What follows belongs to an exercise in optimizing a design on an open flow for small area; a production flow would make more cautious choices. In this exercise RTL edits were held to simulation tests only and were not proved equivalent to the original. No activity file was given, so power comes from the tool's default toggle rates.

==> flow/design.v <==
module Segway(clk,RST_n,LED,INERT_SS_n,INERT_MOSI,
              INERT_SCLK,INERT_MISO,A2D_SS_n,A2D_MOSI,A2D_SCLK,
              A2D_MISO,PWM_rev_rght,PWM_frwrd_rght,PWM_rev_lft,
              PWM_frwrd_lft,piezo_n,piezo,INT,RX);
  input clk,RST_n;
  input INERT_MISO;                      
  input A2D_MISO;                        
  input INT;                             
  input RX;                              
  output [7:0] LED;
  output A2D_SS_n, INERT_SS_n;
  output A2D_MOSI, INERT_MOSI;
  output A2D_SCLK, INERT_SCLK;
  output PWM_rev_rght, PWM_frwrd_rght;
  output PWM_rev_lft, PWM_frwrd_lft;
  output piezo_n,piezo;
  wire rst_n;
  wire [11:0] lft_ld, rght_ld;
  wire batt_low;
  wire vld, upd;
  wire [15:0] ptch;
  wire pwr_up;
  wire [11:0] ld_cell_diff;
  wire en_steer, rider_off;
  wire lft_rev, rght_rev;
  wire [10:0] lft_spd, rght_spd;
  wire ovr_spd;
  assign LED = 8'h00;
  reg [17:0] tmr;
  always @(posedge clk, negedge rst_n)
    if (!rst_n) tmr <= 18'h00000;
    else tmr <= tmr + 1'b1;
  Auth_blk Auth_block(.clk(clk), .rst_n(rst_n), .rider_off(rider_off), .pwr_up(pwr_up), .RX(RX));
  inert_intf Inertial_Interface(.clk(clk), .rst_n(rst_n), .tmr_full(&tmr[15:0]), .vld(vld), .upd(upd),
                                .ptch(ptch), .SS_n(INERT_SS_n), .SCLK(INERT_SCLK), .MOSI(INERT_MOSI),
                                .MISO(INERT_MISO), .INT(INT));
  balance_cntrl balance_control(.clk(clk), .rst_n(rst_n), .vld(vld), .upd(upd), .ptch(ptch),
                                .ld_cell_diff(ld_cell_diff), .lft_spd(lft_spd), .lft_rev(lft_rev),
                                .rght_spd(rght_spd), .rght_rev(rght_rev), .rider_off(rider_off),
                                .en_steer(en_steer), .pwr_up(pwr_up), .ovr_spd(ovr_spd));
  steer_en steer_enable(.clk(clk), .rst_n(rst_n), .lft_ld(lft_ld), .rght_ld(rght_ld),
                        .ld_cell_diff(ld_cell_diff), .en_steer(en_steer), .rider_off(rider_off));
  mtr_drv motor_drive(.clk(clk), .rst_n(rst_n), .en(pwr_up), .cnt(tmr[10:0]),
                      .PWM_rev_lft(PWM_rev_lft), .PWM_frwrd_lft(PWM_frwrd_lft),
                      .PWM_rev_rght(PWM_rev_rght), .PWM_frwrd_rght(PWM_frwrd_rght),
                      .lft_spd(lft_spd), .lft_rev(lft_rev), .rght_spd(rght_spd), .rght_rev(rght_rev));
  A2D_Intf A2D_interface(.clk(clk), .rst_n(rst_n), .nxt(vld), .lft_ld(lft_ld), .rght_ld(rght_ld),
                         .batt_low(batt_low), .SS_n_A2D(A2D_SS_n), .SCLK_A2D(A2D_SCLK),
                         .MOSI_A2D(A2D_MOSI), .MISO_A2D(A2D_MISO));
  piezo pepperoni_piezo(.tmr(tmr), .norm_mode(en_steer), .ovr_spd(ovr_spd), .batt_low(batt_low),
                        .piezo(piezo), .piezo_n(piezo_n));
  rst_synch iRST(.clk(clk), .RST_n(RST_n), .rst_n(rst_n));
endmodule
module rca #(parameter W = 8) (a, b, ci, s, co);
  input [W-1:0] a, b;
  input ci;
  output [W-1:0] s;
  output co;
  wire [W:0] c;
  assign c[0] = ci;
  genvar i;
  generate for (i = 0; i < W; i = i + 1) begin : g
    assign s[i] = a[i] ^ b[i] ^ c[i];
    assign c[i+1] = (a[i] & b[i]) | (c[i] & (a[i] ^ b[i]));
  end endgenerate
  assign co = c[W];
endmodule
module cch #(parameter W = 8) (a, b, ci, co);
  input [W-1:0] a, b;
  input ci;
  output co;
  wire [W:0] c;
  assign c[0] = ci;
  genvar i;
  generate for (i = 0; i < W; i = i + 1) begin : g
    assign c[i+1] = (a[i] & b[i]) | (c[i] & (a[i] | b[i]));
  end endgenerate
  assign co = c[W];
endmodule
module Auth_blk(clk, rst_n, rider_off, pwr_up, RX);
	input clk, rst_n;
	input RX, rider_off;
	output pwr_up;
	localparam [1:0] OFF = 2'd0, PWR1 = 2'd1, PWR2 = 2'd2;
	reg [1:0] state, nxt_state;
	reg clr_rx_rdy;
	wire rx_rdy, is_g, is_s;
	UART_rcv receiver(.clk(clk), .rst_n(rst_n), .RX(RX), .clr_rdy(clr_rx_rdy), .rdy(rx_rdy),
	                  .is_g(is_g), .is_s(is_s));
	wire go = rx_rdy & is_g;
	wire stop = rx_rdy & is_s;
	assign pwr_up = (state != OFF);
	always @(posedge clk, negedge rst_n)
		if (!rst_n) state <= OFF;
		else state <= nxt_state;
	always @* begin
		nxt_state = OFF;
		clr_rx_rdy = 1'b0;
		case (state)
			OFF: if (go) begin clr_rx_rdy = 1'b1; nxt_state = PWR1; end
			PWR1: if (stop) begin clr_rx_rdy = 1'b1; nxt_state = PWR2; end
			      else nxt_state = PWR1;
			default: if (go) begin clr_rx_rdy = 1'b1; nxt_state = PWR1; end
			         else if (rider_off) nxt_state = OFF;
			         else nxt_state = PWR2;
		endcase
	end
endmodule
module UART_rcv(clk, rst_n, RX, rdy, is_g, is_s, clr_rdy);
	input clk, rst_n;
	input RX;
	input clr_rdy;
	output reg rdy;
	output reg is_g, is_s;
	localparam [7:0] G = 8'h67, S = 8'h73;
	reg state;                   
	reg [3:0] bit_cnt;
	reg [11:0] baud_cnt;
	reg rx_ff1, rx_ff2;
	wire shift = ~|baud_cnt;
	wire start = ~state & ~rx_ff2;
	wire set_rdy = state & (bit_cnt == 4'd10);
	always @(posedge clk, negedge rst_n)
		if (!rst_n) state <= 1'b0;
		else if (start) state <= 1'b1;
		else if (set_rdy) state <= 1'b0;
	always @(posedge clk)
		if (~state) bit_cnt <= 4'd0;
		else if (shift) bit_cnt <= bit_cnt + 1'b1;
	always @(posedge clk)
		if (~state) baud_cnt <= 12'h69E;
		else if (shift) baud_cnt <= 12'hEFE;
		else baud_cnt <= {baud_cnt[10:0], ~(baud_cnt[11] ^ baud_cnt[5] ^ baud_cnt[3] ^ baud_cnt[0])};
	wire [2:0] bi = bit_cnt[2:0] - 3'd1;
	wire data_bit = state & shift & (bit_cnt >= 4'd1) & (bit_cnt <= 4'd8);
	always @(posedge clk)
		if (start) begin
			is_g <= 1'b1;
			is_s <= 1'b1;
		end else if (data_bit) begin
			is_g <= is_g & (rx_ff2 == G[bi]);
			is_s <= is_s & (rx_ff2 == S[bi]);
		end
	always @(posedge clk, negedge rst_n)
		if (!rst_n) rdy <= 1'b0;
		else if (start | clr_rdy) rdy <= 1'b0;
		else if (set_rdy) rdy <= 1'b1;
	always @(posedge clk, negedge rst_n)
		if (!rst_n) begin
			rx_ff1 <= 1'b1;
			rx_ff2 <= 1'b1;
		end else begin
			rx_ff1 <= RX;
			rx_ff2 <= rx_ff1;
		end
endmodule
module SPI_mstr16(clk, rst_n, wrt, SS_n, SCLK, done, smpl, k);
	input clk, rst_n;
	input wrt;
	output SS_n, SCLK;
	output done;
	output smpl;
	output [3:0] k;
	localparam [9:0] IDLE_D = 10'b11111_10111;
	reg busy;
	reg [9:0] d;
	wire last = (d == 10'b01111_11111);
	assign smpl = busy & (d[9] ? (d[4:0] == 5'b11111)
	                           : ((d[4:0] == 5'b01111) & (|d[8:5])));
	assign k = d[9] ? 4'h0 : d[8:5];
	assign SCLK = d[4];
	assign SS_n = ~busy;
	always @(posedge clk)
		if (busy & ~last) d <= d + 1'b1;
		else d <= IDLE_D;
	always @(posedge clk, negedge rst_n)
		if (!rst_n) busy <= 1'b0;
		else if (busy) busy <= ~last;
		else busy <= wrt;
	assign done = ~busy;
endmodule
module inertial_integrator(clk, rst_n, upd, ptch_rt, AZ, ptch);
	input clk, rst_n;
	input upd;
	input [15:0] ptch_rt;
	input [15:0] AZ;
	output [15:0] ptch;
	reg [26:0] ptch_int;
	assign ptch = ptch_int[26:11];
	wire [8:0] ah; wire x0;
	rca #(9) u0(.a(AZ[15:7]), .b(9'h003), .ci(1'b0), .s(ah), .co(x0));
	wire [15:0] a = {ah, AZ[6:0]};
	wire [16:0] f5h; wire f5c;
	rca #(17) u1(.a({{3{a[15]}}, a[15:2]}), .b({a[15], a}), .ci(1'b0), .s(f5h), .co(f5c));
	wire [18:0] f5 = {f5h, a[1:0]};
	wire [18:0] a19 = {{3{a[15]}}, a};
	wire [18:0] f7; wire x2;
	rca #(19) u2(.a({a, 3'b000}), .b(~a19), .ci(1'b1), .s(f7), .co(x2));
	wire [19:0] mh_a = {f5[18], f5};                  
	wire [19:0] mh_b = {{7{f7[18]}}, f7[18:6]};
	wire c13;
	cch #(7) u3(.a(mh_a[6:0]), .b(mh_b[6:0]), .ci(1'b0), .co(c13));
	wire [12:0] acc; wire x3;
	rca #(13) u4(.a(mh_a[19:7]), .b(mh_b[19:7]), .ci(c13), .s(acc), .co(x3));
	wire [15:0] nptch = ~ptch;
	wire cf;
	cch #(16) u5(.a({{3{acc[12]}}, acc}), .b(nptch), .ci(1'b0), .co(cf));
	wire fus = ~(acc[12] ^ nptch[15] ^ cf);
	wire [15:0] rc; wire x5;
	rca #(16) u6(.a(ptch_rt), .b(16'hFC3E), .ci(1'b0), .s(rc), .co(x5));
	wire [6:0] xh; wire x6;
	rca #(7) u7(.a({rc[15], rc[15:10]}), .b({{6{fus}}, 1'b1}), .ci(1'b0), .s(xh), .co(x6));
	wire [26:0] n; wire x7;
	rca #(27) u8(.a(ptch_int), .b(~{{10{xh[6]}}, xh, rc[9:0]}), .ci(1'b1), .s(n), .co(x7));
	always @(posedge clk, negedge rst_n)
		if (!rst_n) ptch_int <= 27'd0;
		else if (upd) ptch_int <= n;
endmodule
module inert_intf(clk, rst_n, tmr_full, vld, upd, ptch, SS_n, SCLK, MOSI, MISO, INT);
	input clk, rst_n;
	input tmr_full;              
	input INT;
	input MISO;
	output vld;                  
	output upd;                  
	output [15:0] ptch;
	output SS_n, SCLK, MOSI;
	localparam [3:0] INIT1 = 4'd0, INIT2 = 4'd1, INIT3 = 4'd2, INIT4 = 4'd3,
	                 WAIT_A = 4'd4, WAIT_B = 4'd5, VLD2 = 4'd6, ASRT_VLD = 4'd7,
	                 READ1_A = 4'd8, READ1_B = 4'd9, READ1_C = 4'd10, READ2 = 4'd11,
	                 READ3 = 4'd12, READ4 = 4'd13;
	reg [3:0] state, nxt_state;
	reg wrt;
	reg INT_meta1, INT_meta2;
	reg [31:0] chain;
	reg [15:0] cmd;
	wire done, smpl;
	wire [3:0] k;
	SPI_mstr16 spi(.clk(clk), .rst_n(rst_n), .wrt(wrt), .SS_n(SS_n), .SCLK(SCLK),
	               .done(done), .smpl(smpl), .k(k));
	inertial_integrator intgr(.clk(clk), .rst_n(rst_n), .upd(upd),
	                          .ptch_rt({chain[23:16], chain[31:24]}),
	                          .AZ({chain[7:0], chain[15:8]}), .ptch(ptch));
	always @(posedge clk) begin
		INT_meta1 <= INT;
		INT_meta2 <= INT_meta1;
	end
	always @(posedge clk)
		if (smpl & k[3]) chain <= {chain[30:0], MISO};
	always @* begin
		case (state)
			INIT2: cmd = 16'h0D02;
			INIT3: cmd = 16'h1053;
			INIT4: cmd = 16'h1150;
			WAIT_A, READ1_B: cmd = 16'h1460;
			READ1_A: cmd = 16'hA200;
			READ2: cmd = 16'hA300;
			READ3: cmd = 16'hAC00;
			READ4: cmd = 16'hAD00;
			default: cmd = 16'h0000;
		endcase
	end
	assign MOSI = cmd[~k];
	always @(posedge clk, negedge rst_n)
		if (!rst_n) state <= INIT1;
		else state <= nxt_state;
	assign vld = (state == ASRT_VLD);
	assign upd = (state == VLD2);
	always @* begin
		nxt_state = state;
		wrt = 1'b0;
		case (state)
			INIT1: if (tmr_full) begin nxt_state = INIT2; wrt = 1'b1; end
			INIT2: if (done) begin nxt_state = INIT3; wrt = 1'b1; end
			INIT3: if (done) begin nxt_state = INIT4; wrt = 1'b1; end
			INIT4: if (done) begin nxt_state = WAIT_A; wrt = 1'b1; end
			WAIT_A: if (INT_meta2) begin nxt_state = done ? READ1_A : READ1_B; wrt = 1'b1; end
			WAIT_B, VLD2: begin
				nxt_state = WAIT_B;
				if (INT_meta2) begin nxt_state = done ? READ1_A : READ1_C; wrt = 1'b1; end
			end
			READ1_A, READ1_B, READ1_C: if (done) begin nxt_state = READ2; wrt = 1'b1; end
			READ2: if (done) begin nxt_state = READ3; wrt = 1'b1; end
			READ3: if (done) begin nxt_state = READ4; wrt = 1'b1; end
			READ4: if (done) begin nxt_state = ASRT_VLD; wrt = 1'b1; end
			ASRT_VLD: nxt_state = VLD2;
			default: nxt_state = WAIT_B;
		endcase
	end
endmodule
module balance_cntrl(clk, rst_n, vld, upd, ptch, ld_cell_diff, lft_spd, lft_rev,
                     rght_spd, rght_rev, rider_off, en_steer, pwr_up, ovr_spd);
	input clk, rst_n;
	input vld;                        
	input upd;                        
	input [15:0] ptch;
	input [11:0] ld_cell_diff;
	input rider_off, en_steer, pwr_up;
	output [10:0] lft_spd, rght_spd;
	output lft_rev, rght_rev;
	output ovr_spd;
	reg [17:0] integrator;
	reg [9:0] err1, err2;             
	reg [10:0] lft_mag, rght_mag;
	reg lft_sgn, rght_sgn;
	wire [9:0] err = ptch[15] ? (&ptch[14:9] ? ptch[9:0] : 10'h200)
	                          : (|ptch[14:9] ? 10'h1FF : ptch[9:0]);
	wire [17:0] nxt_integrator;
	wire ci0;
	rca #(18) a_int(.a(integrator), .b({{8{err[9]}}, err}), .ci(1'b0), .s(nxt_integrator), .co(ci0));
	wire overflow = (integrator[17] == err[9]) & (nxt_integrator[17] != err[9]);
	always @(posedge clk)
		if (~pwr_up | rider_off) integrator <= 18'h00000;
		else if (vld & ~overflow) integrator <= nxt_integrator;
	always @(posedge clk, negedge rst_n)
		if (!rst_n) begin
			err1 <= 10'h000;
			err2 <= 10'h000;
		end else if (upd) begin
			err1 <= err;
			err2 <= err1;
		end
	wire [10:0] lft_mag_n, rght_mag_n;
	wire lft_sgn_n, rght_sgn_n;
	bal_dp dp(.err(err), .err2(err2), .ih(integrator[17:2]), .ld_cell_diff(ld_cell_diff), .en_steer(en_steer),
	          .lft_mag(lft_mag_n), .lft_sgn(lft_sgn_n), .rght_mag(rght_mag_n), .rght_sgn(rght_sgn_n));
	always @(posedge clk) begin
		lft_mag <= lft_mag_n;
		lft_sgn <= lft_sgn_n;
		rght_mag <= rght_mag_n;
		rght_sgn <= rght_sgn_n;
	end
	assign lft_rev = lft_sgn;
	assign rght_rev = rght_sgn;
	assign lft_spd = lft_mag;
	assign rght_spd = rght_mag;
	assign ovr_spd = pwr_up & ((lft_mag[10] & lft_mag[9] & |lft_mag[8:0]) |
	                           (rght_mag[10] & rght_mag[9] & |rght_mag[8:0]));
endmodule
module bal_dp(err, err2, ih, ld_cell_diff, en_steer, lft_mag, lft_sgn, rght_mag, rght_sgn);
	input [9:0] err, err2;
	input [15:0] ih;                  
	input [11:0] ld_cell_diff;
	input en_steer;
	output [10:0] lft_mag, rght_mag;
	output lft_sgn, rght_sgn;
	wire [9:0] d_diff;
	wire ci1;
	rca #(10) a_dd(.a(err), .b(~err2), .ci(1'b1), .s(d_diff), .co(ci1));
	wire [6:0] q = d_diff[9] ? (&d_diff[8:6] ? d_diff[6:0] : 7'h40)
	                         : (|d_diff[8:6] ? 7'h3F : d_diff[6:0]);
	wire [10:0] eq_s;                 
	wire ci2;
	rca #(11) a_s(.a({err[9], err}), .b({{4{q[6]}}, q}), .ci(1'b0), .s(eq_s), .co(ci2));
	wire [10:0] eq_v;                 
	wire ci3;
	rca #(11) a_v(.a({{3{q[6]}}, q, 1'b0}), .b(~{err[9], err}), .ci(1'b1), .s(eq_v), .co(ci3));
	wire [10:0] xh;                   
	wire ci4;
	rca #(11) a_x(.a(eq_s), .b({{3{eq_v[10]}}, eq_v[10:3]}), .ci(1'b0), .s(xh), .co(ci4));
	wire [13:0] x = {xh, eq_v[2:0]};
	wire [14:0] pid_h;
	wire ci5;
	rca #(15) a_pid(.a({x[13], x}), .b(ih[15:1]), .ci(1'b0), .s(pid_h), .co(ci5));
	wire [15:0] PID = {pid_h, ih[0]};
	wire [15:0] ldd = {{7{ld_cell_diff[11]}}, ld_cell_diff[11:3]} & {16{en_steer}};
	wire [15:0] pid_p, pid_m;         
	wire ci6, ci7;
	rca #(16) a_p(.a(PID), .b(ldd), .ci(1'b0), .s(pid_p), .co(ci6));
	rca #(16) a_m(.a(PID), .b(~ldd), .ci(1'b1), .s(pid_m), .co(ci7));
	wire [10:0] mag_p, mag_m;
	wire sgn_p, sgn_m;
	shape shp(.t(pid_p), .mag(mag_p), .sgn(sgn_p));
	shape shm(.t(pid_m), .mag(mag_m), .sgn(sgn_m));
	assign {lft_mag, lft_sgn} = PID[15] ? {mag_p, sgn_p} : {mag_m, sgn_m};
	assign {rght_mag, rght_sgn} = PID[15] ? {mag_m, sgn_m} : {mag_p, sgn_p};
endmodule
module shape(t, mag, sgn);
	input [15:0] t;
	output [10:0] mag;
	output sgn;
	wire neg = t[15];
	wire [10:0] u = t[10:0] ^ {11{neg}};      
	wire hz7 = neg ? &t[14:7] : ~|t[14:7];
	wire hz10 = neg ? &t[14:10] : ~|t[14:10];
	wire hz11 = neg ? &t[14:11] : ~|t[14:11];
	wire ho10 = neg ? ~|t[14:10] : &t[14:10];   
	wire [10:0] m_band;
	wire cb;
	rca #(11) a_b(.a(u), .b(11'd980), .ci(neg), .s(m_band), .co(cb));
	wire big = cb | ~hz11;
	wire sml = hz7 & (neg ? (u[6:0] < 7'd69) : (u[6:0] < 7'd70));
	wire wrap = ho10 & (u[9:0] >= 10'h02C);    
	wire [6:0] a7;                             
	wire ca;
	rca #(7) a_a(.a(u[6:0]), .b(7'd0), .ci(neg), .s(a7), .co(ca));
	wire [6:0] m_sh;                           
	wire [3:0] m_sl = 4'd0 - a7[3:0];
	wire bsl = |a7[3:0];                       
	wire cs;
	rca #(7) a_s(.a(a7), .b(~{4'b0000, a7[6:4]}), .ci(~bsl), .s(m_sh), .co(cs));
	wire [10:0] m_small = {m_sh, m_sl};
	assign mag = sml ? m_small : (big ? 11'h7FF : m_band);
	assign sgn = neg ^ (~sml & wrap);
endmodule
module steer_en(clk, rst_n, lft_ld, rght_ld, ld_cell_diff, en_steer, rider_off);
	input clk, rst_n;
	input [11:0] lft_ld, rght_ld;
	output [11:0] ld_cell_diff;
	output reg en_steer;
	output rider_off;
	localparam [1:0] IDLE = 2'd0, WAIT = 2'd1, STEER_EN = 2'd2;
	reg [1:0] state, nxt_state;
	reg [15:0] waitTimer;
	reg clr_tmr;
	wire [11:0] sum;
	wire c0, c1;
	rca #(12) a_s(.a(lft_ld), .b(rght_ld), .ci(1'b0), .s(sum), .co(c0));
	rca #(12) a_d(.a(lft_ld), .b(~rght_ld), .ci(1'b1), .s(ld_cell_diff), .co(c1));
	wire neg = ld_cell_diff[11];
	wire [11:0] u = ld_cell_diff ^ {12{neg}};
	wire sum_gt_min = sum[11] | sum[10] | sum[9];
	assign rider_off = ~sum_gt_min;
	wire gt4;
	cch #(12) c_4(.a(u), .b({3'b111, ~sum[10:2]}), .ci(neg), .co(gt4));
	wire diff_gt_fourth = ~sum[11] & gt4;
	wire [6:0] s4 = sum[10:4];
	wire [3:0] m_l = 4'd0 - s4[3:0];
	wire [6:0] m_h;
	wire c2;
	rca #(7) a_m(.a(s4), .b(~{4'b0000, s4[6:4]}), .ci(~|s4[3:0]), .s(m_h), .co(c2));
	wire gt15;
	cch #(12) c_15(.a(u), .b(~{1'b0, m_h, m_l}), .ci(neg), .co(gt15));
	wire diff_gt_15_16 = ~sum[11] & gt15;
	wire tmr_full = (waitTimer == 16'hD577);
	always @(posedge clk)
		if (clr_tmr) waitTimer <= 16'h0000;
		else waitTimer <= {waitTimer[14:0], ~(waitTimer[15] ^ waitTimer[14] ^ waitTimer[12] ^ waitTimer[3])};
	always @(posedge clk, negedge rst_n)
		if (!rst_n) state <= IDLE;
		else state <= nxt_state;
	always @* begin
		nxt_state = IDLE;
		clr_tmr = 1'b0;
		en_steer = 1'b0;
		case (state)
			IDLE: if (sum_gt_min) begin nxt_state = WAIT; clr_tmr = 1'b1; end
			WAIT: begin
				if (~sum_gt_min) nxt_state = IDLE;
				else if (diff_gt_fourth) begin nxt_state = WAIT; clr_tmr = 1'b1; end
				else if (tmr_full) begin nxt_state = STEER_EN; en_steer = 1'b1; end
				else nxt_state = WAIT;
			end
			default: begin
				if (~sum_gt_min) nxt_state = IDLE;
				else if (diff_gt_15_16) begin nxt_state = WAIT; clr_tmr = 1'b1; end
				else begin nxt_state = STEER_EN; en_steer = 1'b1; end
			end
		endcase
	end
endmodule
module PWM11(PWM_sig, clk, rst_n, en, cnt, duty);
	input clk, rst_n;
	input en;
	input [10:0] cnt;
	input [10:0] duty;
	output reg PWM_sig;
	always @(posedge clk)
		if (~en | (cnt >= duty))
			PWM_sig <= 1'b0;
		else if (cnt == 11'h000)
			PWM_sig <= 1'b1;
endmodule
module mtr_drv(PWM_rev_lft, PWM_frwrd_lft, PWM_rev_rght, PWM_frwrd_rght,
               clk, rst_n, en, cnt, lft_spd, lft_rev, rght_spd, rght_rev);
	output PWM_rev_lft, PWM_frwrd_lft, PWM_rev_rght, PWM_frwrd_rght;
	input clk, rst_n;
	input en;                        
	input [10:0] cnt;
	input lft_rev, rght_rev;
	input [10:0] lft_spd, rght_spd;
	wire lftMotor, rghtMotor;
	PWM11 lftPWM(.PWM_sig(lftMotor), .clk(clk), .rst_n(rst_n), .en(en), .cnt(cnt), .duty(lft_spd));
	PWM11 rghtPWM(.PWM_sig(rghtMotor), .clk(clk), .rst_n(rst_n), .en(en), .cnt(cnt), .duty(rght_spd));
	assign PWM_rev_lft    = lftMotor & lft_rev;
	assign PWM_frwrd_lft  = lftMotor & ~lft_rev;
	assign PWM_rev_rght   = rghtMotor & rght_rev;
	assign PWM_frwrd_rght = rghtMotor & ~rght_rev;
endmodule
module A2D_Intf(clk, rst_n, nxt, lft_ld, rght_ld, batt_low, SS_n_A2D, SCLK_A2D, MOSI_A2D, MISO_A2D);
	input clk, rst_n;
	input nxt;
	output reg [11:0] lft_ld, rght_ld;
	output batt_low;
	input MISO_A2D;
	output SS_n_A2D, SCLK_A2D, MOSI_A2D;
	localparam [1:0] IDLE = 2'd0, SPI_1 = 2'd1, WAIT = 2'd2, SPI_2 = 2'd3;
	reg [1:0] state, nxt_state;
	reg [1:0] rr;
	reg wrt, update;
	reg [11:0] rx;
	reg batt11;
	wire done, smpl;
	wire [3:0] k;
	SPI_mstr16 spi(.clk(clk), .rst_n(rst_n), .wrt(wrt), .SS_n(SS_n_A2D), .SCLK(SCLK_A2D),
	               .done(done), .smpl(smpl), .k(k));
	assign MOSI_A2D = ((k == 4'd2) & (rr != 2'd0)) | ((k == 4'd4) & (rr == 2'd2));
	always @(posedge clk)
		if (smpl) rx <= {rx[10:0], MISO_A2D};
	always @(posedge clk, negedge rst_n)
		if (!rst_n) rr <= 2'd0;
		else if (update) rr <= rr[1] ? 2'd0 : rr + 1'b1;
	always @(posedge clk, negedge rst_n)
		if (!rst_n) lft_ld <= 12'h000;
		else if (update & (rr == 2'd0)) lft_ld <= rx;
	always @(posedge clk, negedge rst_n)
		if (!rst_n) rght_ld <= 12'h000;
		else if (update & (rr == 2'd1)) rght_ld <= rx;
	always @(posedge clk, negedge rst_n)
		if (!rst_n) batt11 <= 1'b0;
		else if (update & (rr == 2'd2)) batt11 <= rx[11];
	assign batt_low = ~batt11;
	always @(posedge clk, negedge rst_n)
		if (!rst_n) state <= IDLE;
		else state <= nxt_state;
	always @* begin
		nxt_state = IDLE;
		wrt = 1'b0;
		update = 1'b0;
		case (state)
			IDLE: if (nxt) begin wrt = 1'b1; nxt_state = SPI_1; end
			SPI_1: nxt_state = done ? WAIT : SPI_1;
			WAIT: begin wrt = 1'b1; nxt_state = SPI_2; end
			default: if (done) update = 1'b1; else nxt_state = SPI_2;
		endcase
	end
endmodule
module piezo(tmr, norm_mode, ovr_spd, batt_low, piezo, piezo_n);
	input [17:0] tmr;
	input norm_mode, ovr_spd, batt_low;
	output piezo, piezo_n;
	wire norm_tone_dur = tmr[17] & tmr[16];
	assign piezo = ovr_spd ? (tmr[6] & (batt_low ? tmr[15] : tmr[16])) :
	               batt_low ? (tmr[7] & norm_tone_dur) :
	               norm_mode & tmr[8] & norm_tone_dur;
	assign piezo_n = ~piezo;
endmodule
module rst_synch(RST_n, clk, rst_n);
	input RST_n, clk;
	output rst_n;
	reg reg1, rst_n;
	always @(negedge clk, negedge RST_n) begin
		if (!RST_n) begin
			reg1 <= 0;
			rst_n <= 0;
		end
		else begin
			reg1 <= 1'b1;
			rst_n <= reg1;
		end
	end
endmodule
==> flow/flow/run.sh <==
#!/bin/bash
# Layout flow: the standard synthesis, a re-mapping of its combinational logic
# (same flip-flops), then the standard flow with clock tree synthesis without
# dummy loads. Each tool writes its output to a log here.
set -euo pipefail
LIB=$FLOW_HOME/platforms/$FLOW_PLATFORM/lib/sky130_fd_sc_hd__tt_025C_1v80.lib
RES=orfs/results/$FLOW_PLATFORM/Segway/base

# 1. standard synthesis
bash standard.sh synth > synth_std.log 2>&1
cp $RES/1_2_yosys.v netlist_std.v

# 2. choose full adders to implement inverted, then re-map the other logic
python3 flow/genmodels.py $LIB models.v > genmodels.log 2>&1
DONTUSE=$(sed -n '/DONT_USE_CELLS += /,/^$/p' $FLOW_HOME/platforms/$FLOW_PLATFORM/config.mk | tr ' \\' '\n\n' | grep '^sky130' | sed 's/^/-dont_use /' | tr '\n' ' ')
# a few adder polarity choices (annealing seeds) and ABC scripts; keep the smallest netlist
best=""; best_area=""
for seed in 1 2 3; do
  python3 flow/flip.py netlist_std.v flipped_$seed.v $seed > flip_$seed.log 2>&1
  for scr in a b c d; do
    tag=${seed}_$scr
    sed -e "s|@LIB@|$LIB|g" -e "s|@DONTUSE@|$DONTUSE|" -e "s|@IN@|flipped_$seed.v|" -e "s|@ABC@|flow/area_$scr.abc|" \
        -e "s|@OUT@|post_$tag.v|" -e "s|@STAT@|post_stat_$tag.txt|" flow/post.ys.in > post_$tag.ys
    yosys -s post_$tag.ys > post_$tag.log 2>&1
    area=$(awk '/Chip area for module/ {print $NF}' post_stat_$tag.txt)
    echo "$tag $area" >> post_areas.txt
    if [[ -z "$best_area" ]] || awk -v a="$area" -v b="$best_area" 'BEGIN {exit !(a < b)}'; then
      best=$tag; best_area=$area
    fi
  done
done
echo "best $best $best_area" >> post_areas.txt
cp post_$best.v netlist_post.v
cp netlist_post.v $RES/1_2_yosys.v

# 3. the netlist database again from the new netlist, then the rest of the flow
bash standard.sh synth > synth_odb.log 2>&1
bash standard.sh "CTS_ARGS=-sink_clustering_enable -repair_clock_nets -buf_list sky130_fd_sc_hd__clkbuf_8 -sink_clustering_size 20 -sink_clustering_max_diameter 60 -dont_use_dummy_load" finish > finish.log 2>&1
==> flow/flow/area_a.abc <==
strash
dc2
dch -f
amap
==> flow/flow/area_b.abc <==
strash
dch -f
amap
strash
dch -f
amap
==> flow/flow/area_c.abc <==
strash
ifraig
dc2
dch -f
amap -m
==> flow/flow/area_d.abc <==
strash
dch -f
amap
==> flow/flow/flip.py <==
#!/usr/bin/env python3
# Choose full-adder cells to implement in inverted polarity, FA(~a,~b,~c) = ~FA(a,b,c),
# so that fewer inverters sit between adders, flip-flops and ports, and rewrite the
# netlist with explicit inversions (assign) around the flipped adders for ABC to absorb.
import re, sys, random, math, collections
src = open(sys.argv[1]).read()
OUTP = {'X', 'Y', 'Q', 'Q_N', 'SUM', 'COUT'}
cellre = re.compile(r'(\n\s*)(sky130_fd_sc_hd__\w+)\s+(\S+)\s*\((.*?)\);', re.S)
pinre = re.compile(r'\.(\w+)\(([^()]*)\)')
inst = {}
for m in cellre.finditer(src):
    t, n, body = m.group(2), m.group(3), m.group(4)
    inst[n] = (t, dict((p, v.strip()) for p, v in pinre.findall(body)))
def isinv(t): return re.search(r'__inv_\d', t) is not None
def isfa(t): return re.search(r'__fa_\d', t) is not None
def isbox(t): return re.search(r"__(fa|df|edf|dfrtn)", t) is not None
drv = {}
for n, (t, p) in inst.items():
    for pin, net in p.items():
        if pin in OUTP: drv[net] = (n, pin)
def base(net):
    inv = False
    while net in drv and isinv(inst[drv[net][0]][0]):
        net = inst[drv[net][0]][1]['A']; inv = not inv
    return net, inv
# box input consumers of each base net
cons = collections.defaultdict(list)
for n, (t, p) in inst.items():
    if not isbox(t): continue
    for pin, net in p.items():
        if pin in OUTP or pin in ('CLK', 'CLK_N', 'RESET_B', 'SET_B'): continue
        b, i = base(net)
        cons[b].append((n, pin, i))
fas = sorted(n for n, (t, p) in inst.items() if isfa(t))
flip = {n: 0 for n in fas}
# nets touched by each FA (its inputs' bases and its outputs)
touch = collections.defaultdict(set)
for b, cl in cons.items():
    for (n, pin, i) in cl:
        if n in flip: touch[n].add(b)
    if b in drv and drv[b][0] in flip: touch[drv[b][0]].add(b)
def netcost(b):
    pol = 1 if (b in drv and drv[b][0] in flip and flip[drv[b][0]]) else 0
    need = set()
    for (n, pin, i) in cons[b]:
        w = int(i) ^ (flip[n] if n in flip else 0)
        need.add(w ^ pol)
    return 1 if 1 in need else 0
def delta(n):
    before = sum(netcost(b) for b in touch[n])
    flip[n] ^= 1
    after = sum(netcost(b) for b in touch[n])
    flip[n] ^= 1
    return after - before
total = sum(netcost(b) for b in cons)
random.seed(int(sys.argv[3]) if len(sys.argv) > 3 else 12345)
cur = total; best = total; bestflip = dict(flip); T = 1.5
for it in range(60000):
    n = fas[random.randrange(len(fas))]
    d = delta(n)
    if d <= 0 or random.random() < math.exp(-d / T):
        flip[n] ^= 1; cur += d
        if cur < best: best = cur; bestflip = dict(flip)
    T = max(0.02, T * 0.9999)
flip = bestflip
sys.stderr.write('box-input inversions: %d -> %d, flipped %d of %d adders\n' % (total, best, sum(flip.values()), len(fas)))
# rewrite
newwires = []; assigns = []
def repl(m):
    lead, t, n, body = m.group(1), m.group(2), m.group(3), m.group(4)
    if n not in flip or not flip[n]: return m.group(0)
    key = re.sub(r'\W', '_', n)
    def pr(pm):
        pin, net = pm.group(1), pm.group(2).strip()
        w = 'flp_%s_%s' % (key, pin)
        newwires.append(w)
        if pin in ('A', 'B', 'CIN'): assigns.append('  assign %s = ~%s ;' % (w, net))
        else: assigns.append('  assign %s = ~%s ;' % (net, w))
        return '.%s(%s)' % (pin, w)
    return '%s%s %s (%s);' % (lead, t, n, pinre.sub(pr, body))
out = cellre.sub(repl, src)
i = out.index(');', out.index('module ')) + 2
out = out[:i] + '\n' + ''.join('  wire %s;\n' % w for w in newwires) + out[i:]
j = out.rindex('endmodule')
out = out[:j] + '\n'.join(assigns) + '\n' + out[j:]
open(sys.argv[2], 'w').write(out)
==> flow/flow/genmodels.py <==
# Generate Verilog models of the combinational single-output cells of a liberty file
import re,sys
lib=open(sys.argv[1]).read()
skip=re.compile(r'__(fa|fah|fahcin|fahcon|df|edf|sdf|sedf|dl|sdl|conb|ebuf|einv|bufbuf|lpflow|sdlclk|dlclk|dlrtp|dlxt|dlxb|tap|fill|decap|diode|probe|lpflow|macro|clkdlybuf|dlygate|dlymetal)')
out=[]
for m in re.finditer(r'\n\s*cell\s*\(\s*"?(sky130_fd_sc_hd__\w+)"?\s*\)\s*\{', lib):
    name=m.group(1)
    if skip.search(name): continue
    # find the cell body: up to next "\n    cell (" 
    start=m.end(); nxt=lib.find('\n    cell (', start)
    body=lib[start:nxt if nxt>0 else len(lib)]
    pins=re.findall(r'\n\s*pin\s*\(\s*"?(\w+)"?\s*\)\s*\{(.*?)\n\s{8}\}', body, re.S)
    ins=[]; outs=[]
    for pn,pb in pins:
        d=re.search(r'direction\s*:\s*"?(\w+)"?',pb)
        if not d: continue
        if d.group(1)=='input': ins.append(pn)
        elif d.group(1)=='output':
            f=re.search(r'function\s*:\s*"([^"]*)"',pb)
            outs.append((pn,f.group(1) if f else None))
    if any(f is None for _, f in outs) or not outs or not ins: continue
    body=''
    for on, f in outs:
        fn=re.sub(r'\)\s*\(', ') & (', f.replace('!','~'))
        body+='  assign %s = %s;\n' % (on, fn)
    names=[o for o, _ in outs]
    out.append('module %s(%s);\n  input %s;\n  output %s;\n%sendmodule\n' % (name, ', '.join(ins+names), ', '.join(ins), ', '.join(names), body))
open(sys.argv[2],'w').write('\n'.join(out))
print(len(out),'models')
==> flow/flow/post.ys.in <==
# Re-map the combinational logic of the standard synthesis netlist.
# Flip-flops and full adders stay as they are (blackboxes); every other
# cell is replaced by its function and mapped again by ABC for area.
read_liberty -lib @LIB@
read_verilog -sv @IN@
hierarchy -top Segway
techmap -map models.v
techmap
opt -fast -purge
abc -script @ABC@ -liberty @LIB@ @DONTUSE@
opt_clean -purge
hilomap -singleton -hicell sky130_fd_sc_hd__conb_1 HI -locell sky130_fd_sc_hd__conb_1 LO
insbuf -buf sky130_fd_sc_hd__buf_4 A X
splitnets
opt_clean -purge
tee -o @STAT@ stat -liberty @LIB@
write_verilog -noattr -nohex -nodec @OUT@
==> flow/standard.sh <==
#!/bin/bash
# synth_recipe.tcl (not shown) runs the flow's synth.tcl, then flattens the netlist and writes it again
# the make line also repeats each setting of config.mk as NAME=value (left out here)
make -C /OpenROAD-flow-scripts/flow DESIGN_CONFIG=/design/flow/config.mk WORK_HOME=/design/flow/orfs CLKGATE_MAP_FILE= SYNTH_SCRIPT=/design/flow/synth_recipe.tcl "${@:-finish}"
==> flow/config.mk <==
export PLATFORM = sky130hd
export DESIGN_NAME = Segway
export DESIGN_NICKNAME = Segway
export VERILOG_FILES = /design/flow/design.v
export SDC_FILE = /design/flow/constraint.sdc
export NUM_CORES = 4
export LEC_CHECK = 0
export CAP_MARGIN = 20
export CORE_MARGIN = 2
export CORE_UTILIZATION = 40
export CTS_BUF_LIST = sky130_fd_sc_hd__clkbuf_8
export CTS_CLUSTER_DIAMETER = 60
export CTS_CLUSTER_SIZE = 20
export PLACE_DENSITY = 0.6
export SLEW_MARGIN = 20
==> flow/constraint.sdc <==
create_clock -name core_clock -period 20.0 [get_ports {clk}]
set_input_delay 4.0000 -clock core_clock [delete_from_list [all_inputs] [get_ports {clk}]]
set_output_delay 4.0000 -clock core_clock [all_outputs]
set_load 0.01 [all_outputs]
==> impl_metrics.toml, run 1 <==
[floorplanning]
core_sq_um = 38900
die_y_um = 203
dieArea_sq_um = 41300
num_io_pins = 26
rows = 72
die_w_um = 203
start_util_pct = 40.8

[sta]
rsz0062_at_grt = "false"
relSlewSlack_pct = 34.0
post-route-period-util_pct = 91.5
final_hold_viol_count = 0
worst_slew_pin_slew_ns = 0.983
fmax_ghz = 0.0547
fin_worst_skew_ns = 0.0866
fin_tns_setup_ns = 0
slew_violations = 0
final.setup.worst_slack_ns = 1.70
setup_violations = 0
min_period_ns = 18.30

[placement]
dp_hpwl_um = 25100
io_buffers = 17
dp_cells = 2226
globalplace.congestion = 0.852
detailedPlace.worstSlack_ns = 0.949
placed_area_sq_um = 16800

[clock_network]
htreeDepth = 1
clkLatencyLatePin_ns = 0.61
clkSinkCount = 254
clockBufferDepth = 3
cts_tree = "yes"
cts_setup_buffers = 0
cts-root-buf = "clkbuf_8"
clk_pin_slew_ns = 0.11
cts_buffers = 27

[pwr]
p_total_uw = 859
p_int_uw = 667
power-per-cell-area_nw_per_um2 = 50.0
comb_power_share_pct = 3.4
p_sw_uw = 193
swShare_pct = 22.4
p_clk_share_pct = 33.5
power_frac_seq_pct = 63.1
p_leak_nw = 6.42
vdd_drop_max_mv = 0.0351

[global_route]
grt_max_degree = 67
grt_pass1_vias = 11700
overflow = 0
antenna_found_initial = 0
grt_pass1_wl_um = 56200
grt_util_all_layers_pct = 16.4

[layout]
final_cell_mix = "clkinv_1 (267), nor2_1 (241), fa_1 (188), o21ai_0 (140), nand2_1 (133)"
area_delta_synth_final_pct = 8.21
fillers = 3776
final_nets = 1931
stdcell_count = 2253
final_common_cell = "clkinv_1"
drive_gt1_share_pct = 2.94
final_area_sq_um = 17200
num_antenna_cells = 0

[worst_setup_path]
slowest_delay_ns = 0.52
path_class = "flip-flop to flip-flop"
crit_fanout = 29
endpoint_kind = "flip-flop"
cp-start-kind = "flip-flop"
crit_top_cell = "fa_1"
worstPathRequired_ns = 20.49
crit_arrival_ns = 18.79
crit_slowest_cell = "fa_1"

[route]
totalWireLength_um = 32200
drc = 0
vias = 11600
drtIter0Drc = 606
drt_first_pass_iters = 7
via_per_inst = 5.17
antenna_left = 0
wire_per_inst_um = 14.3

[status]
outcome = "no timing/DRC/antenna violations"

[logic_synthesis]
synthCells = 1676
syn_avg_cell_area_sq_um = 9.47
yosysWarnings = 11
syn_area_sq_um = 15900

[worst_hold_path]
hp-class = "flip-flop to flip-flop"

[job]
cap_violations = 0
## path summary, 6_finish.rpt
| kind | startpoint | end | slack, ns | cells after the start |
|---|---|---|---|---|
| worst max-delay path | Inertial_Interface.intgr.ptch_int[25] | balance_control.lft_mag[10] | 1.70 | 61 |
| max in group asynchronous | RST_n | iRST.rst_n | 6.33 | 1 |
| worst min-delay path | iRST.reg1 | iRST.rst_n | 0.30 | 0 |
| min in group asynchronous | iRST.rst_n | tmr[0] | 10.34 | 1 |
| worst max register to register | Inertial_Interface.intgr.ptch_int[25] | balance_control.lft_mag[10] | 1.70 | 61 |
| worst min register to register | iRST.reg1 | iRST.rst_n | 0.30 | 0 |
## critical path, delay by kind of cell, from the launching register on
family / cells / cell delay [ns]
fa+ha+maj: 26 / 11.09
simple gates: 12 / 1.72
compound gates: 14 / 3.18
flops: 1 / 0.40
buf+inv: 9 / 1.84
## registers in the layout (all words and copies together), names as in the netlist, 2 cells and up
name	cells
steer_enable.state	2
A2D_interface.rr	2
balance_control.err2	10
A2D_interface.state	2
steer_enable.waitTimer	16
balance_control.lft_mag	11
A2D_interface.rx	12
Inertial_Interface.state	4
A2D_interface.spi.d	10
balance_control.err1	10
tmr	18
Auth_block.receiver.baud_cnt	12
balance_control.rght_mag	11
A2D_interface.rght_ld	12
Inertial_Interface.intgr.ptch_int	27
Auth_block.receiver.bit_cnt	4
balance_control.integrator	18
Inertial_Interface.spi.d	10
Inertial_Interface.chain	32
A2D_interface.lft_ld	12
Auth_block.state	2
## through the flow
| stage | utilization [%] | hold WS [ns] |
|---|---|---|
| 3_5_place_dp | 43.2 | 0.304 |
| 6_report | 44.1 | 0.301 |
| 2_1_floorplan | - | 0.292 |
| 5_1_grt | 44.1 | 0.313 |
| 4_1_cts | 44.1 | 0.304 |
| 3_3_place_gp | 43.2 | 0.300 |
## repair_timing
action,in CTS,in global routing
resized for setup,0,2
endpoints found under the setup margin,0,22
hold buffers,0,0
## power by group through the flow
stage / logic, mW / clock network, mW / registers, mW
final: 0.0290 / 0.288 / 0.542
after global routing: 0.0343 / 0.323 / 0.544
after CTS: 0.0298 / 0.305 / 0.542
after detailed placement: 0.0297 / 0 / 0.553
after global placement: 0.0291 / 0 / 0.553
after floorplan: 0.0211 / 0 / 0.554
## layer usage
layer  share of wire (%)  wire length, um  track usage, %  vias up
met4                 2.9              928            5.03        0
li1                    -                -               -     5848
met5                   0                0               0        -
met3                 2.9              936            2.14       46
met2                  47            15200            27.5      160
met1                  47            15100            22.1     5589
## final cells by class
| type | instances | area (sq um) | area share [%] |
|---|---|---|---|
| Multi-Input combinational cell | 1153 | 8770 | 51.1 |
| Sequential cell | 254 | 6080 | 35.4 |
| Inverter | 267 | 1000 | 5.84 |
| Tap cell | 518 | 648 | 3.77 |
| Clock buffer | 27 | 372 | 2.16 |
| Timing Repair Buffer | 34 | 298 | 1.73 |
==> run 2: changes to the inputs <==
--- a/flow/config.mk
+++ b/flow/config.mk
@@ -9,3 +9,3 @@
 export CORE_MARGIN = 2
-export CORE_UTILIZATION = 40
+export CORE_UTILIZATION = 60
 export CTS_BUF_LIST = sky130_fd_sc_hd__clkbuf_8
@@ -13,3 +13,3 @@
 export CTS_CLUSTER_SIZE = 20
-export PLACE_DENSITY = 0.6
+export PLACE_DENSITY = 0.75
 export SLEW_MARGIN = 20
==> impl_metrics.toml, run 2 <==
[status]
outcome = "no timing/DRC/antenna violations"

[pwr]
p_leak_nw = 6.39
comb_power_share_pct = 3.5
swShare_pct = 22.1
vdd_drop_max_mv = 0.0642
p_clk_share_pct = 31.5
p_int_uw = 650
power_frac_seq_pct = 65.0
p_sw_uw = 184
power-per-cell-area_nw_per_um2 = 49.4

[layout]
stdcell_count = 2066
final_common_cell = "clkinv_1"
largest_reg_flops = 32
final_core_util_pct = 65.0
largest-register = "Inertial_Interface.chain"
drive_gt1_share_pct = 2.66
final_nets = 1927
num_antenna_cells = 0
area_delta_synth_final_pct = 6.42
final_cell_mix = "clkinv_1 (267), nor2_1 (241), fa_1 (188), o21ai_0 (141), nand2_1 (133)"
reg_top3 = "Inertial_Interface.chain x32, Inertial_Interface.intgr.ptch_int x27"
final_area_sq_um = 16900

[worst_setup_path]
crit_fanout = 18
endpoint_kind = "flip-flop"
cp-start-kind = "flip-flop"
slowest_delay_ns = 0.66
worstPathRequired_ns = 20.47
crit_start = "A2D_interface.rght_ld[0]"
crit_slowest_cell = "a2111oi_1"
reg2reg_depth = 62
endpoint = "balance_control.rght_mag[1]"
crit-reg2reg-launch = "A2D_interface.rght_ld[0]"
rr_endpoint = "balance_control.rght_mag[1]"
crit_arrival_ns = 18.99
reg2reg_slack_ns = 1.48
crit_top_cell = "fa_1"
path_class = "flip-flop to flip-flop"

[placement]
dp_cells = 2043
detailedPlace.worstSlack_ns = 1.08
placed_area_sq_um = 16600
globalplace.congestion = 0.918
io_buffers = 17
dp_hpwl_um = 24600

[logic_synthesis]
syn_avg_cell_area_sq_um = 9.47
synthCells = 1676
yosysWarnings = 11
syn_area_sq_um = 15900

[sta]
worst_slew_pin_slew_ns = 0.993
min_period_ns = 18.52
fin_tns_setup_ns = 0
rsz0062_at_grt = "false"
final.setup.worst_slack_ns = 1.48
slew_violations = 0
fin_worst_skew_ns = 0.0620
relSlewSlack_pct = 33.3
post-route-period-util_pct = 92.6
setup_violations = 0
final_hold_viol_count = 0
fmax_ghz = 0.0540

[route]
vias = 11800
drtIter0Drc = 735
wire_per_inst_um = 15.2
totalWireLength_um = 31400
antenna_left = 0
via_per_inst = 5.71
drt_first_pass_iters = 6
drc = 0

[global_route]
grt_pass1_wl_um = 55400
grt_max_degree = 62
antenna_found_initial = 0
grt_util_all_layers_pct = 23.8
grt_pass1_vias = 11900
overflow = 0

[clock_network]
clkLatencyLatePin_ns = 0.57
cts_hold_buf = 0
cts_buffers = 23
post_cts_resized = 0
clk_pin_slew_ns = 0.09
cts-root-buf = "clkbuf_8"
cts_tree = "yes"
cts_setup_buffers = 0
clockBufferDepth = 3
htreeDepth = 1
clkSinkCount = 254

[floorplanning]
dieArea_sq_um = 27800
core_sq_um = 26000
rows = 59
start_util_pct = 61.1
num_io_pins = 26
die_w_um = 167
die_y_um = 167

[job]
cap_violations = 0

[worst_hold_path]
hp-class = "flip-flop to flip-flop"
==> run 2: stage by stage <==
step | hold slack [ns] | total power [mW]
6_report | 0.302 | 0.834
5_1_grt | 0.322 | 0.871
4_1_cts | 0.307 | 0.847
3_5_place_dp | 0.306 | 0.582
3_3_place_gp | 0.298 | 0.581
2_1_floorplan | 0.292 | 0.575
==> run 2: worst min-delay path by stage <==
stage / end / slack (ns) / startpoint / cells past startpoint
after global placement: iRST.rst_n / 0.30 / iRST.reg1 / 0
after CTS: iRST.rst_n / 0.31 / iRST.reg1 / 0
after detailed placement: iRST.rst_n / 0.31 / iRST.reg1 / 0
after floorplan: iRST.rst_n / 0.29 / iRST.reg1 / 0
final: iRST.rst_n / 0.30 / iRST.reg1 / 0
after global routing: iRST.rst_n / 0.32 / iRST.reg1 / 0
==> run 2: worst max-delay path, delay by kind of cell, from the launching register on <==
kind | cells | cell delay, ns
compound gates | 16 | 4.17
simple gates | 12 | 1.55
fa+ha+maj | 24 | 10.26
buf+inv | 10 | 2.06
flops | 1 | 0.40
==> run 2: metal layers <==
layer	global-route usage, %	routed length (um)	vias up
li1	-	-	5838
met1	32.7	14000	5662
met2	40.9	15400	240
met3	2.28	1120	64
met4	7.12	917	0
met5	0	0	-
==> run 2: power groups by stage <==
stage	sequential [mW]	combinational (mW)	clock (mW)
final	0.542	0.0290	0.263
after global routing	0.543	0.0351	0.292
after CTS	0.542	0.0298	0.275
after detailed placement	0.553	0.0296	0
after global placement	0.553	0.0285	0
after floorplan	0.554	0.0211	0
==> run 2: area by class of cell <==
class / count / area (sq um)
Fill cell: 2167 / 9100
Multi-Input combinational cell: 1153 / 8780
Sequential cell: 254 / 6080
Inverter: 267 / 1000
Tap cell: 335 / 419
Clock buffer: 23 / 317
Timing Repair Buffer: 34 / 294
==> run 3: changes to the inputs <==
--- a/flow/flow/run.sh
+++ b/flow/flow/run.sh
@@ -19,3 +19,3 @@
   python3 flow/flip.py netlist_std.v flipped_$seed.v $seed > flip_$seed.log 2>&1
-  for scr in a b c d; do
+  for scr in a b c d e f; do
     tag=${seed}_$scr
==> flow/flow/area_e.abc (new file) <==
strash
dc2
dch -f
amap
strash
dc2
dch -f
amap
strash
dc2
dch -f
amap
==> flow/flow/area_f.abc (new file) <==
strash
dc2
dc2
dch -f
amap
strash
dc2
dc2
dch -f
amap
strash
dc2
dc2
dch -f
amap
==> impl_metrics.toml, run 3 <==
[layout]
drive_gt1_share_pct = 2.81
multi_input_area_sq_um = 8810
reg_top3 = "Inertial_Interface.chain x32, Inertial_Interface.intgr.ptch_int x27"
final_cell_mix = "clkinv_1 (252), nor2_1 (246), fa_1 (188), nand2_1 (121), o21ai_0 (114)"
ff_latch_area_sq_um = 6080
fillers = 2115
final_common_cell = "clkinv_1"
num_antenna_cells = 0
area_delta_synth_final_pct = 6.59
largest_reg_flops = 32
largest-register = "Inertial_Interface.chain"
final_nets = 1903

[clock_network]
htreeDepth = 1
clkSinkCount = 254
clk_pin_slew_ns = 0.12
cts-root-buf = "clkbuf_8"
cts_hold_buf = 0
clkLatencyLatePin_ns = 0.60
post_cts_resized = 0
cts_buffers = 25
cts_setup_buffers = 0
cts_tree = "yes"
clockBufferDepth = 3

[placement]
io_buffers = 17
globalplace.congestion = 0.893
detailedPlace.worstSlack_ns = 1.42
dp_hpwl_um = 24000

[worst_setup_path]
slowest_delay_ns = 0.71
endpoint_kind = "flip-flop"
cp-start-kind = "flip-flop"
crit_top_cell = "fa_1"
crit_slowest_cell = "a221oi_1"
crit-reg2reg-launch = "A2D_interface.rght_ld[0]"
path_class = "flip-flop to flip-flop"
reg2reg_depth = 62
rr_endpoint = "balance_control.rght_mag[4]"
crit_start = "A2D_interface.rght_ld[0]"
endpoint = "balance_control.rght_mag[4]"
worstPathRequired_ns = 20.53
reg2reg_slack_ns = 1.74
crit_fanout = 18
crit_arrival_ns = 18.79

[route]
vias = 11600
drc = 0
wire_per_inst_um = 15.2
antenna_left = 0
drtIter0Drc = 731
via_per_inst = 5.69
totalWireLength_um = 31100
drt_first_pass_iters = 5

[sta]
slew_violations = 0
relSlewSlack_pct = 30.1
rsz0062_at_grt = "false"
fin_worst_skew_ns = 0.0850
final.setup.worst_slack_ns = 1.74
final_hold_viol_count = 0
worst_slew_pin_slew_ns = 1.04
setup_violations = 0
fmax_ghz = 0.0548
fin_tns_setup_ns = 0
min_period_ns = 18.26
post-route-period-util_pct = 91.3

[pwr]
power-per-cell-area_nw_per_um2 = 50.2
vdd_drop_max_mv = 0.0629
p_leak_nw = 6.42

[floorplanning]
num_io_pins = 26
rows = 59
dieArea_sq_um = 27700
die_w_um = 166
start_util_pct = 61.0
core_sq_um = 26000
die_y_um = 166

[logic_synthesis]
yosysWarnings = 11
syn_avg_cell_area_sq_um = 9.59
syn_area_sq_um = 15800
synthCells = 1652

[global_route]
grt_pass1_vias = 11700
grt_util_all_layers_pct = 23.5
overflow = 0
grt_max_degree = 67
grt_pass1_wl_um = 54800
antenna_found_initial = 0

[worst_hold_path]
hp-class = "flip-flop to flip-flop"

[job]
cap_violations = 0

[status]
outcome = "no timing/DRC/antenna violations"
[run 3: through the flow]
step / utilization [%] / instances / instance area (sq um) / hold slack (ns) / total power, mW
after floorplan: - / 1659 / 15900 / 0.292 / 0.574
after global placement: 63.6 / 2017 / 16500 / 0.300 / 0.579
after detailed placement: 63.6 / 2017 / 16500 / 0.310 / 0.580
after CTS: 64.9 / 2042 / 16900 / 0.310 / 0.857
after global routing: 65.0 / 2042 / 16900 / 0.316 / 0.883
final: 65.0 / 2042 / 16900 / 0.307 / 0.848
[run 3: critical path, delay by kind of cell (launching register included)]
family	cells	cell delay (ns)
flops	1	0.41
compound gates	17	3.98
buf+inv	11	2.16
fa+ha+maj	24	10.21
simple gates	10	1.42
[run 3: per-layer routing]
layer	track usage, %	vias to the layer above	routed length (um)	part of all wire (%)
met5	0	-	0	0
li1	-	5764	-	-
met3	2.50	50	1130	3.6
met1	33.1	5607	14200	46
met2	39.7	199	15000	48
met4	5.70	0	708	2.3
[run 3: worst min-delay path by stage]
stage / start / end / cells past startpoint
5_1_grt: iRST.reg1 / iRST.rst_n / 0
3_3_place_gp: iRST.reg1 / iRST.rst_n / 0
2_1_floorplan: iRST.reg1 / iRST.rst_n / 0
6_report: iRST.reg1 / iRST.rst_n / 0
4_1_cts: iRST.reg1 / iRST.rst_n / 0
3_5_place_dp: iRST.reg1 / iRST.rst_n / 0
[run 3: cell type report]
cell class / count / share of cell area, %
Clock buffer: 25 / 2.04
Inverter: 252 / 5.60
Multi-Input combinational cell: 1144 / 52.2
Sequential cell: 254 / 36.0
Tap cell: 335 / 2.48
Timing Repair Buffer: 32 / 1.67
[run 3: where the power goes]
group / internal (mW) / leakage, nW / switching [mW] / total (mW)
Sequential: 0.536 / 2.65 / 0.00571 / 0.542
Clock: 0.111 / 0.180 / 0.168 / 0.279
Combinational: 0.0106 / 3.60 / 0.0169 / 0.0276
Total: 0.657 / 6.42 / 0.191 / 0.848
==> run 4: changes to the inputs <==
--- a/flow/flow/run.sh
+++ b/flow/flow/run.sh
@@ -19,3 +19,3 @@
   python3 flow/flip.py netlist_std.v flipped_$seed.v $seed > flip_$seed.log 2>&1
-  for scr in a b c d e f; do
+  for scr in a b c d; do
     tag=${seed}_$scr
@@ -37,2 +37,2 @@
 bash standard.sh synth > synth_odb.log 2>&1
-bash standard.sh "CTS_ARGS=-sink_clustering_enable -repair_clock_nets -buf_list sky130_fd_sc_hd__clkbuf_8 -sink_clustering_size 20 -sink_clustering_max_diameter 60 -dont_use_dummy_load" finish > finish.log 2>&1
+bash standard.sh "CTS_ARGS=-sink_clustering_enable -repair_clock_nets -buf_list sky130_fd_sc_hd__clkbuf_8 -sink_clustering_size 25 -sink_clustering_max_diameter 50 -dont_use_dummy_load" finish > finish.log 2>&1
removed: flow/flow/area_e.abc
removed: flow/flow/area_f.abc
==> impl_metrics.toml, run 4 <==
[worst_setup_path]
worstPathRequired_ns = 20.46
crit_arrival_ns = 18.93
cp-start-kind = "flip-flop"
slowest_delay_ns = 0.64
crit_slowest_cell = "a2111oi_1"
crit_top_cell = "fa_1"
crit_fanout = 18
path_class = "flip-flop to flip-flop"
endpoint_kind = "flip-flop"

[layout]
largest-register = "Inertial_Interface.chain"
drive_gt1_share_pct = 2.77
reg_top3 = "Inertial_Interface.chain x32, Inertial_Interface.intgr.ptch_int x27"
largest_reg_flops = 32
final_core_util_pct = 65.1
num_antenna_cells = 0
final_nets = 1929
final_common_cell = "clkinv_1"
final_cell_mix = "clkinv_1 (267), nor2_1 (241), fa_1 (188), o21ai_0 (141), nand2_1 (133)"
area_delta_synth_final_pct = 6.59

[route]
top_layer_used = "met4"
wire_per_inst_um = 15.3
m1WireLength_um = 14000
drc = 0
via_per_inst = 5.70
antenna_left = 0
route.met2.wl_um = 15500
drtIter0Drc = 665
totalWireLength_um = 31600
drt_first_pass_iters = 6
dr_wl_met3_um = 1200
vias = 11800

[sta]
final.setup.worst_slack_ns = 1.53
rsz0062_at_grt = "false"
setup_violations = 0
fin_tns_setup_ns = 0
worst_slew_pin_slew_ns = 1.02
slew_violations = 0
post-route-period-util_pct = 92.3
final_hold_viol_count = 0
min_period_ns = 18.47
fin_worst_skew_ns = 0.103
relSlewSlack_pct = 31.8
fmax_ghz = 0.0541

[clock_network]
clkLatencyLatePin_ns = 0.60
cts_buffers = 25
htreeDepth = 1
cts_tree = "yes"
clkSinkCount = 254
clockBufferDepth = 3
clk_pin_slew_ns = 0.09
cts_setup_buffers = 0
cts-root-buf = "clkbuf_8"

[pwr]
power-per-cell-area_nw_per_um2 = 50.0
p_total_uw = 845
p_leak_nw = 6.41
vdd_drop_max_mv = 0.0612

[logic_synthesis]
synthCells = 1676
syn_area_sq_um = 15900
syn_avg_cell_area_sq_um = 9.47
yosysWarnings = 11

[global_route]
antenna_found_initial = 0
grt_util_all_layers_pct = 24.0
grt_pass1_wl_um = 55800
grt_max_degree = 62
overflow = 0
grt_pass1_vias = 11900

[worst_hold_path]
hp-class = "flip-flop to flip-flop"

[placement]
globalplace.congestion = 0.918
dp_hpwl_um = 24600
io_buffers = 17
detailedPlace.worstSlack_ns = 1.08

[floorplanning]
rows = 59
dieArea_sq_um = 27800
start_util_pct = 61.1
die_w_um = 167
die_y_um = 167
core_sq_um = 26000
num_io_pins = 26

[status]
outcome = "no timing/DRC/antenna violations"

[job]
cap_violations = 0
## run 4: changes by cell type in the layout (fill, tap and decap cells not counted), moves of 5 or more
cell,delta
clkinv_1,+15
nor2_1,-5
nand2_1,+12
o21bai_1,-11
a21oi_1,-18
a211oi_1,-5
o21ai_0,+27
nor3_1,+6
o22ai_1,+9
## run 4: area by class of cell
class | instances | area, sq um
Timing Repair Buffer | 34 | 294
Clock buffer | 25 | 344
Inverter | 267 | 1000
Fill cell | 2166 | 9070
Multi-Input combinational cell | 1153 | 8780
Sequential cell | 254 | 6080
Tap cell | 335 | 419
## run 4: repair_timing
item,CTS,global route
resized for setup,0,1
endpoints found under the setup margin,0,20
hold buffers,0,0
## run 4: through the flow
| step | std cells | hold slack [ns] | instance area (sq um) |
|---|---|---|---|
| final | 2068 | 0.301 | 16900 |
| after global routing | 2068 | 0.324 | 16900 |
| after CTS | 2068 | 0.306 | 16900 |
| after detailed placement | 2043 | 0.306 | 16600 |
| after global placement | 2042 | 0.298 | 16600 |
| after floorplan | 1683 | 0.292 | 15900 |
## run 4: final timing paths
| path | startpoint | end | slack, ns | cells past startpoint |
|---|---|---|---|---|
| hold / removal | iRST.reg1 | iRST.rst_n | 0.30 | 0 |
| setup / recovery | A2D_interface.rght_ld[0] | balance_control.rght_mag[1] | 1.53 | 62 |
| hold reg to reg | iRST.reg1 | iRST.rst_n | 0.30 | 0 |
| max in group asynchronous | RST_n | iRST.rst_n | 6.35 | 1 |
| setup reg to reg | A2D_interface.rght_ld[0] | balance_control.rght_mag[1] | 1.53 | 62 |
| min in group asynchronous | iRST.rst_n | Inertial_Interface.intgr.ptch_int[1] | 10.38 | 1 |
## run 4: critical path, delay by kind of cell, from the launching register on
kind / cells / cell delay (ns)
flip-flops: 1 / 0.40
AND/OR/NAND/NOR: 12 / 1.55
AO/OA/AOI/OAI: 16 / 4.13
buffers and inverters: 10 / 2.04
adder cells (fa/ha/maj): 24 / 10.25
## run 4: routing by layer
| metal | track usage [%] | vias to the layer above |
|---|---|---|
| met5 | 0 | - |
| met4 | 6.93 | 0 |
| met3 | 2.69 | 65 |
| met2 | 41.3 | 242 |
| met1 | 32.7 | 5653 |
| li1 | - | 5837 |
## run 4: where the power goes
part / internal (mW) / switching [mW] / total (mW)
sequential: 0.536 / 0.00606 / 0.542
clock: 0.111 / 0.163 / 0.274
combinational: 0.0113 / 0.0178 / 0.0290
total: 0.658 / 0.187 / 0.845
==> run 5: changes to the inputs <==
--- a/flow/flow/run.sh
+++ b/flow/flow/run.sh
@@ -37,2 +37,2 @@
 bash standard.sh synth > synth_odb.log 2>&1
-bash standard.sh "CTS_ARGS=-sink_clustering_enable -repair_clock_nets -buf_list sky130_fd_sc_hd__clkbuf_8 -sink_clustering_size 25 -sink_clustering_max_diameter 50 -dont_use_dummy_load" finish > finish.log 2>&1
+bash standard.sh "CTS_ARGS=-sink_clustering_enable -repair_clock_nets -buf_list sky130_fd_sc_hd__clkbuf_4 -sink_clustering_size 10 -sink_clustering_max_diameter 30 -dont_use_dummy_load" finish > finish.log 2>&1
==> impl_metrics.toml, run 5 <==
[pwr]
power-per-cell-area_nw_per_um2 = 50.8
vdd_drop_max_mv = 0.0638
p_leak_nw = 6.47

[route]
drtIter0Drc = 689
totalWireLength_um = 31800
vias = 12000
drt_first_pass_iters = 5
wire_per_inst_um = 15.2
drc = 0
antenna_left = 0
via_per_inst = 5.71

[floorplanning]
dieArea_sq_um = 27800
die_w_um = 167
num_io_pins = 26
die_y_um = 167
start_util_pct = 61.1
core_sq_um = 26000
rows = 59

[placement]
placed_area_sq_um = 16600
dp_hpwl_um = 24600
globalplace.congestion = 0.918
io_buffers = 17
detailedPlace.worstSlack_ns = 1.08

[sta]
worst_slew_pin_slew_ns = 1.04
fin_tns_setup_ns = 0
fin_worst_skew_ns = 0.0872
rsz0062_at_grt = "false"
fmax_ghz = 0.0540
final.setup.worst_slack_ns = 1.49
setup_violations = 0
hold_slack_ns = 0.302
relSlewSlack_pct = 30.4
slew_violations = 0
min_period_ns = 18.51
post-route-period-util_pct = 92.5
final_hold_viol_count = 0

[worst_setup_path]
crit_fanout = 18
path_class = "flip-flop to flip-flop"
reg2reg_slack_ns = 1.49
slowest_delay_ns = 0.66
cp-start-kind = "flip-flop"
crit_start = "A2D_interface.rght_ld[0]"
crit-reg2reg-launch = "A2D_interface.rght_ld[0]"
crit_top_cell = "fa_1"
endpoint = "balance_control.rght_mag[1]"
crit_slowest_cell = "a2111oi_1"
endpoint_kind = "flip-flop"
rr_endpoint = "balance_control.rght_mag[1]"
reg2reg_depth = 62
worstPathRequired_ns = 20.57
crit_arrival_ns = 19.08

[layout]
final_common_cell = "clkinv_1"
fillers = 2194
area_delta_synth_final_pct = 6.90
reg_top3 = "Inertial_Interface.chain x32, Inertial_Interface.intgr.ptch_int x27"
largest-register = "Inertial_Interface.chain"
drive_gt1_share_pct = 4.26
final_nets = 1956
final_area_sq_um = 17000
final_core_util_pct = 65.3
final_cell_mix = "clkinv_1 (267), nor2_1 (241), fa_1 (188), o21ai_0 (141), nand2_1 (133)"
largest_reg_flops = 32

[clock_network]
clkSinkCount = 254
cts_hold_buf = 0
cts-root-buf = "clkbuf_4"
clockBufferDepth = 3
htreeDepth = 2
post_cts_resized = 0
cts_buffers = 52
cts_setup_buffers = 0
cts_tree = "yes"
clk_pin_slew_ns = 0.10
clkLatencyLatePin_ns = 0.69

[logic_synthesis]
yosysWarnings = 11
syn_area_sq_um = 15900
syn_avg_cell_area_sq_um = 9.47
synthCells = 1676

[global_route]
grt_pass1_vias = 12200
antenna_found_initial = 3
grt_pass1_wl_um = 56200
grt_util_all_layers_pct = 24.2
grt_max_degree = 62
overflow = 0

[worst_hold_path]
hp-class = "flip-flop to flip-flop"
holdPathStages = 0

[status]
outcome = "no timing/DRC/antenna violations"

[job]
cap_violations = 0
-- run 5: cell types whose count changed in the layout (fill, tap and decap cells not counted) --
cell	delta
clkbuf_4	+52
diode_2	+1
clkbuf_8	-25
-- run 5: through the flow --
| step | power, mW | instances |
|---|---|---|
| 5_1_grt | 0.904 | 2096 |
| 3_5_place_dp | 0.582 | 2043 |
| 4_1_cts | 0.874 | 2095 |
| 6_report | 0.862 | 2096 |
| 2_1_floorplan | 0.575 | 1683 |
| 3_3_place_gp | 0.581 | 2042 |
-- run 5: layout make-up --
type | instances | area [sq um] | share of cell area (%)
timing repair buffer | 34 | 294 | 1.73
inverter | 267 | 1000 | 5.91
sequential | 254 | 6080 | 35.8
antenna | 1 | 2.50 | 0.0148
clock buffer | 52 | 390 | 2.30
tap | 335 | 419 | 2.47
multi-input combinational | 1153 | 8780 | 51.7
-- run 5: how the worst min path moves through the flow --
| stage | slack (ns) | start | endpoint |
|---|---|---|---|
| 2_1_floorplan | 0.29 | iRST.reg1 | iRST.rst_n |
| 3_3_place_gp | 0.30 | iRST.reg1 | iRST.rst_n |
| 3_5_place_dp | 0.31 | iRST.reg1 | iRST.rst_n |
| 4_1_cts | 0.31 | iRST.reg1 | iRST.rst_n |
| 5_1_grt | 0.32 | iRST.reg1 | iRST.rst_n |
| 6_report | 0.30 | iRST.reg1 | iRST.rst_n |
-- run 5: layer usage --
layer	up-vias	GRT usage, %	wire (um)
li1	5918	-	-
met3	63	3.85	1420
met5	-	0	13
met2	259	41.1	15500
met4	2	7.61	818
met1	5728	32.5	14100
-- run 5: critical path: cells and delay by family (launching register included) --
family,cells,cell delay (ns)
adders and majority gates,24,10.28
AOI/OAI and AO/OA,16,4.14
buffers and inverters,10,2.05
and+or+nand+nor,12,1.56
DFF,1,0.40
-- run 5: report_power, final --
part	total, mW	internal, mW	switching (mW)
Clock	0.291	0.118	0.173
Combinational	0.0291	0.0113	0.0178
Sequential	0.542	0.536	0.00607
Total	0.862	0.665	0.197
